This is an optimization exercise on Yosys and OpenROAD, whose aim is small area and a short achievable clock period, not a production implementation. RTL that was checked went through simulation tests only; none was proved equivalent to the original. No driver is modelled on the clock port, so clocking that relies on it looks cheaper here than on a real chip. No activity file was given, so power comes from the tool's default toggle rates.

==> 08-27: inputs <==
Design pe_mac, start of the top module:
module pe_mac #(
  parameter int WA       = 16,
  parameter int WB       = 16,
  parameter int ACCW     = 40,
  parameter int MULT_LAT = 1,
  parameter int ADD_LAT  = 0
) (
  input  logic                    clk,
  input  logic                    rst_n,
  input  logic                    in_valid,
  output logic                    in_ready,
  input  logic signed [WA-1:0]    a_in,
  input  logic signed [WB-1:0]    b_in,
  input  logic signed [ACCW-1:0]  psum_in,
  output logic                    out_valid,
  input  logic                    out_ready,
  output logic signed [WA-1:0]    a_out,
  output logic signed [WB-1:0]    b_out,
  output logic signed [ACCW-1:0]  psum_out
);
  logic        acc;
  logic [15:0] A, B;
  logic [39:0] P;
  logic [39:0] S;
  logic [3:0]  V;
  logic [39:0] psum_off;
  assign in_ready = out_ready;
  assign acc      = in_valid & out_ready;
  assign psum_off = {psum_in[39:32], ~psum_in[31], psum_in[30:0]};
  logic [7:0] BN, BO, bn_in, bo_in;
  assign bn_in[0] = b_in[1];
  assign bo_in[0] = b_in[0] ^ 1'b0;
  assign bn_in[1] = b_in[3];
  assign bo_in[1] = b_in[2] ^ b_in[1];
  assign bn_in[2] = b_in[5];
  assign bo_in[2] = b_in[4] ^ b_in[3];
  assign bn_in[3] = b_in[7];
  assign bo_in[3] = b_in[6] ^ b_in[5];
  assign bn_in[4] = b_in[9];
  assign bo_in[4] = b_in[8] ^ b_in[7];
  assign bn_in[5] = b_in[11];
  assign bo_in[5] = b_in[10] ^ b_in[9];
  assign bn_in[6] = b_in[13];
  assign bo_in[6] = b_in[12] ^ b_in[11];
  assign bn_in[7] = b_in[15];
  assign bo_in[7] = b_in[14] ^ b_in[13];
  always_ff @(posedge clk) begin
    if (!rst_n) begin
      A  <= '0;
      BN <= '0;
      BO <= '0;
      P  <= 40'h0080000000;
    end else if (acc) begin
      A  <= a_in;
      BN <= bn_in;
      BO <= bo_in;
      P  <= psum_off;
  ...
==> flow/config.mk <==
export PLATFORM = sky130hd
export DESIGN_NAME = pe_mac
export DESIGN_NICKNAME = pe_mac
export VERILOG_FILES = /design/flow/design.v
export SDC_FILE = /design/flow/constraint.sdc
export NUM_CORES = 4
export LEC_CHECK = 0
export ABC_AREA = 1
export CAP_MARGIN = 20
export CORE_MARGIN = 2
export CORE_UTILIZATION = 68
export CTS_BUF_LIST = sky130_fd_sc_hd__clkbuf_8
export SETUP_SLACK_MARGIN = 3.15
export SLEW_MARGIN = 20
export SYNTH_HIERARCHICAL = 1
export SYNTH_MINIMUM_KEEP_SIZE = 0
export TNS_END_PERCENT = 10
==> flow/constraint.sdc <==
create_clock -name core_clock -period 6.0 [get_ports {clk}]
set_input_delay 1.2000 -clock core_clock [delete_from_list [all_inputs] [get_ports {clk}]]
set_output_delay 1.2000 -clock core_clock [all_outputs]
set_load 0.01 [all_outputs]
standard.sh (not shown) runs the stock make flow with config.mk's settings and CLKGATE_MAP_FILE= SYNTH_SCRIPT=/design/flow/synth_recipe.tcl, a recipe that flattens the netlist after the stock synthesis.
==> flow/flow/run.sh <==
#!/bin/bash
# Own flow: the standard layout (standard.sh, unchanged synthesis) with
#  - the port buffers made of the smallest buffer cell (buf_1), and
#  - useful skew for the internal M registers (flow/skew.tcl, run as the
#    PRE_CTS_TCL hook: it wraps clock_tree_synthesis and delays the clock of
#    Ms/Mc, which have no path from an input or to an output).
set -euo pipefail
here=$(pwd)
export BUFFER_PORTS_ARGS="-buffer_cell sky130_fd_sc_hd__buf_1"
export PRE_CTS_TCL="$here/flow/skew.tcl"

export SKEW_CELLS="clkbuf_2 clkbuf_4"
export CTS_ARGS="-sink_clustering_enable -repair_clock_nets -buf_list sky130_fd_sc_hd__clkbuf_8 -dont_use_dummy_load"
bash standard.sh > standard.log 2>&1
Other scripts of this flow, unchanged in this note and not shown: flow/flow/skew.tcl
==> 09-20: changes against 08-27 <==
--- a/flow/design.v
+++ b/flow/design.v
@@ -592,17 +592,17 @@
   logic fs110;
   logic fc110;
   logic fs111;
   logic fc111;
   logic hs112;
   logic hc112;
   assign bo0 = BO[0];
   assign bt0 = ~BO[0] & (BN[0] ^ 1'b0);
-  assign bn0 = BN[0] & (BO[0] | ~1'b0);
+  assign bn0 = BN[0] & (bo0 | bt0);
   assign ax0_0 = A[0] ^ BN[0];
   assign ax0_1 = A[1] ^ BN[0];
   assign ax0_2 = A[2] ^ BN[0];
   assign ax0_3 = A[3] ^ BN[0];
   assign ax0_4 = A[4] ^ BN[0];
   assign ax0_5 = A[5] ^ BN[0];
   assign ax0_6 = A[6] ^ BN[0];
   assign ax0_7 = A[7] ^ BN[0];
@@ -629,17 +629,17 @@
   assign pp0_12 = (bo0 & ax0_12) | (bt0 & ax0_11);
   assign pp0_13 = (bo0 & ax0_13) | (bt0 & ax0_12);
   assign pp0_14 = (bo0 & ax0_14) | (bt0 & ax0_13);
   assign pp0_15 = (bo0 & ax0_15) | (bt0 & ax0_14);
   assign pp0_16 = (bo0 & ax0_15) | (bt0 & ax0_15);
   assign ns0 = ~pp0_16;
   assign bo1 = BO[1];
   assign bt1 = ~BO[1] & (BN[1] ^ BN[0]);
-  assign bn1 = BN[1] & (BO[1] | ~BN[0]);
+  assign bn1 = BN[1] & (bo1 | bt1);
   assign ax1_0 = A[0] ^ BN[1];
   assign ax1_1 = A[1] ^ BN[1];
   assign ax1_2 = A[2] ^ BN[1];
   assign ax1_3 = A[3] ^ BN[1];
   assign ax1_4 = A[4] ^ BN[1];
   assign ax1_5 = A[5] ^ BN[1];
   assign ax1_6 = A[6] ^ BN[1];
   assign ax1_7 = A[7] ^ BN[1];
@@ -666,17 +666,17 @@
   assign pp1_12 = (bo1 & ax1_12) | (bt1 & ax1_11);
   assign pp1_13 = (bo1 & ax1_13) | (bt1 & ax1_12);
   assign pp1_14 = (bo1 & ax1_14) | (bt1 & ax1_13);
   assign pp1_15 = (bo1 & ax1_15) | (bt1 & ax1_14);
   assign pp1_16 = (bo1 & ax1_15) | (bt1 & ax1_15);
   assign ns1 = ~pp1_16;
   assign bo2 = BO[2];
   assign bt2 = ~BO[2] & (BN[2] ^ BN[1]);
-  assign bn2 = BN[2] & (BO[2] | ~BN[1]);
+  assign bn2 = BN[2] & (bo2 | bt2);
   assign ax2_0 = A[0] ^ BN[2];
   assign ax2_1 = A[1] ^ BN[2];
   assign ax2_2 = A[2] ^ BN[2];
   assign ax2_3 = A[3] ^ BN[2];
   assign ax2_4 = A[4] ^ BN[2];
   assign ax2_5 = A[5] ^ BN[2];
   assign ax2_6 = A[6] ^ BN[2];
   assign ax2_7 = A[7] ^ BN[2];
@@ -703,17 +703,17 @@
   assign pp2_12 = (bo2 & ax2_12) | (bt2 & ax2_11);
   assign pp2_13 = (bo2 & ax2_13) | (bt2 & ax2_12);
   assign pp2_14 = (bo2 & ax2_14) | (bt2 & ax2_13);
   assign pp2_15 = (bo2 & ax2_15) | (bt2 & ax2_14);
   assign pp2_16 = (bo2 & ax2_15) | (bt2 & ax2_15);
   assign ns2 = ~pp2_16;
   assign bo3 = BO[3];
   assign bt3 = ~BO[3] & (BN[3] ^ BN[2]);
-  assign bn3 = BN[3] & (BO[3] | ~BN[2]);
+  assign bn3 = BN[3] & (bo3 | bt3);
   assign ax3_0 = A[0] ^ BN[3];
   assign ax3_1 = A[1] ^ BN[3];
   assign ax3_2 = A[2] ^ BN[3];
   assign ax3_3 = A[3] ^ BN[3];
   assign ax3_4 = A[4] ^ BN[3];
   assign ax3_5 = A[5] ^ BN[3];
   assign ax3_6 = A[6] ^ BN[3];
   assign ax3_7 = A[7] ^ BN[3];
@@ -740,17 +740,17 @@
   assign pp3_12 = (bo3 & ax3_12) | (bt3 & ax3_11);
   assign pp3_13 = (bo3 & ax3_13) | (bt3 & ax3_12);
   assign pp3_14 = (bo3 & ax3_14) | (bt3 & ax3_13);
   assign pp3_15 = (bo3 & ax3_15) | (bt3 & ax3_14);
   assign pp3_16 = (bo3 & ax3_15) | (bt3 & ax3_15);
   assign ns3 = ~pp3_16;
   assign bo4 = BO[4];
   assign bt4 = ~BO[4] & (BN[4] ^ BN[3]);
-  assign bn4 = BN[4] & (BO[4] | ~BN[3]);
+  assign bn4 = BN[4] & (bo4 | bt4);
   assign ax4_0 = A[0] ^ BN[4];
   assign ax4_1 = A[1] ^ BN[4];
   assign ax4_2 = A[2] ^ BN[4];
   assign ax4_3 = A[3] ^ BN[4];
   assign ax4_4 = A[4] ^ BN[4];
   assign ax4_5 = A[5] ^ BN[4];
   assign ax4_6 = A[6] ^ BN[4];
   assign ax4_7 = A[7] ^ BN[4];
@@ -777,17 +777,17 @@
   assign pp4_12 = (bo4 & ax4_12) | (bt4 & ax4_11);
   assign pp4_13 = (bo4 & ax4_13) | (bt4 & ax4_12);
   assign pp4_14 = (bo4 & ax4_14) | (bt4 & ax4_13);
   assign pp4_15 = (bo4 & ax4_15) | (bt4 & ax4_14);
   assign pp4_16 = (bo4 & ax4_15) | (bt4 & ax4_15);
   assign ns4 = ~pp4_16;
   assign bo5 = BO[5];
   assign bt5 = ~BO[5] & (BN[5] ^ BN[4]);
-  assign bn5 = BN[5] & (BO[5] | ~BN[4]);
+  assign bn5 = BN[5] & (bo5 | bt5);
   assign ax5_0 = A[0] ^ BN[5];
   assign ax5_1 = A[1] ^ BN[5];
   assign ax5_2 = A[2] ^ BN[5];
   assign ax5_3 = A[3] ^ BN[5];
   assign ax5_4 = A[4] ^ BN[5];
   assign ax5_5 = A[5] ^ BN[5];
   assign ax5_6 = A[6] ^ BN[5];
   assign ax5_7 = A[7] ^ BN[5];
@@ -814,17 +814,17 @@
   assign pp5_12 = (bo5 & ax5_12) | (bt5 & ax5_11);
   assign pp5_13 = (bo5 & ax5_13) | (bt5 & ax5_12);
   assign pp5_14 = (bo5 & ax5_14) | (bt5 & ax5_13);
   assign pp5_15 = (bo5 & ax5_15) | (bt5 & ax5_14);
   assign pp5_16 = (bo5 & ax5_15) | (bt5 & ax5_15);
   assign ns5 = ~pp5_16;
   assign bo6 = BO[6];
   assign bt6 = ~BO[6] & (BN[6] ^ BN[5]);
-  assign bn6 = BN[6] & (BO[6] | ~BN[5]);
+  assign bn6 = BN[6] & (bo6 | bt6);
   assign ax6_0 = A[0] ^ BN[6];
   assign ax6_1 = A[1] ^ BN[6];
   assign ax6_2 = A[2] ^ BN[6];
   assign ax6_3 = A[3] ^ BN[6];
   assign ax6_4 = A[4] ^ BN[6];
   assign ax6_5 = A[5] ^ BN[6];
   assign ax6_6 = A[6] ^ BN[6];
   assign ax6_7 = A[7] ^ BN[6];
@@ -851,17 +851,17 @@
   assign pp6_12 = (bo6 & ax6_12) | (bt6 & ax6_11);
   assign pp6_13 = (bo6 & ax6_13) | (bt6 & ax6_12);
   assign pp6_14 = (bo6 & ax6_14) | (bt6 & ax6_13);
   assign pp6_15 = (bo6 & ax6_15) | (bt6 & ax6_14);
   assign pp6_16 = (bo6 & ax6_15) | (bt6 & ax6_15);
   assign ns6 = ~pp6_16;
   assign bo7 = BO[7];
   assign bt7 = ~BO[7] & (BN[7] ^ BN[6]);
-  assign bn7 = BN[7] & (BO[7] | ~BN[6]);
+  assign bn7 = BN[7] & (bo7 | bt7);
   assign ax7_0 = A[0] ^ BN[7];
   assign ax7_1 = A[1] ^ BN[7];
   assign ax7_2 = A[2] ^ BN[7];
   assign ax7_3 = A[3] ^ BN[7];
   assign ax7_4 = A[4] ^ BN[7];
   assign ax7_5 = A[5] ^ BN[7];
   assign ax7_6 = A[6] ^ BN[7];
   assign ax7_7 = A[7] ^ BN[7];
- SETUP_SLACK_MARGIN: 3.15 -> 3.05
==> comparison table <==
|  | 09-20 | 08-27 |
|---|---|---|
| Run status | complete, no violations | complete, no violations |
| Dpl cells | 1603 | 1615 |
| # fillers | 1216 | 1132 |
| Synth Area in XOR/XNOR | 0.109 | 0.103 |
| Maximum number of pins on one net before global-route repair | 78 | 75 |
| Area post-placement | 0.0125 mm² | 0.0127 mm² |
| Syn_nets | 1560 | 1580 |
| P per Cell Area | 357 mW/mm² | 375 mW/mm² |
| Initial DRC Count | 761 | 814 |
| Total global routing track utilization | 0.331 | 0.323 |
| Net count, final | 1705 | 1741 |
| Met2 usage in global routing | 0.513 | 0.486 |
| Vias after detailed routing | 9676 | 9888 |
| Part of the power in the clock network | 0.175 | 0.159 |
The RTL of 08-27 was laid out without a check of its function.

==> re-timing with driven ports <==
The results above use ideal ports. As a check the final layouts listed here were re-extracted and re-timed, cells and wires unchanged. Step 1 assumes that a clkbuf_16 drives the clock port and a buf_2 every other input. Step 2, shift: input delay + t, output delay - t, t = (earliest + latest rising clock arrival at the registers) / 2. This alone moves slack from input paths to output paths. Slacks: no drivers / after step 1 / after step 2; pairs: no drivers / after step 1.
run	shift t [ns]	setup WS [ns]	worst setup path after step 2	latest minus earliest clock arrival (ns)	worst register clock-pin slew, ns	worst slew at a driven data input, ns
08-27	0.602	3.131 / 3.124 / 2.650	input to register	0.303 / 0.302	0.10 / 0.10	0.04
09-20	0.595	3.054 / 3.054 / 2.611	input to register	0.278 / 0.278	0.10 / 0.10	0.04
In 08-27 the clock reaches the registers at very different times; t lies between them, and the last value is a rough guide only. For 08-27, which loses most, drivers alone change the setup slack by -0.007 ns; drivers and shift together by -0.481 ns.
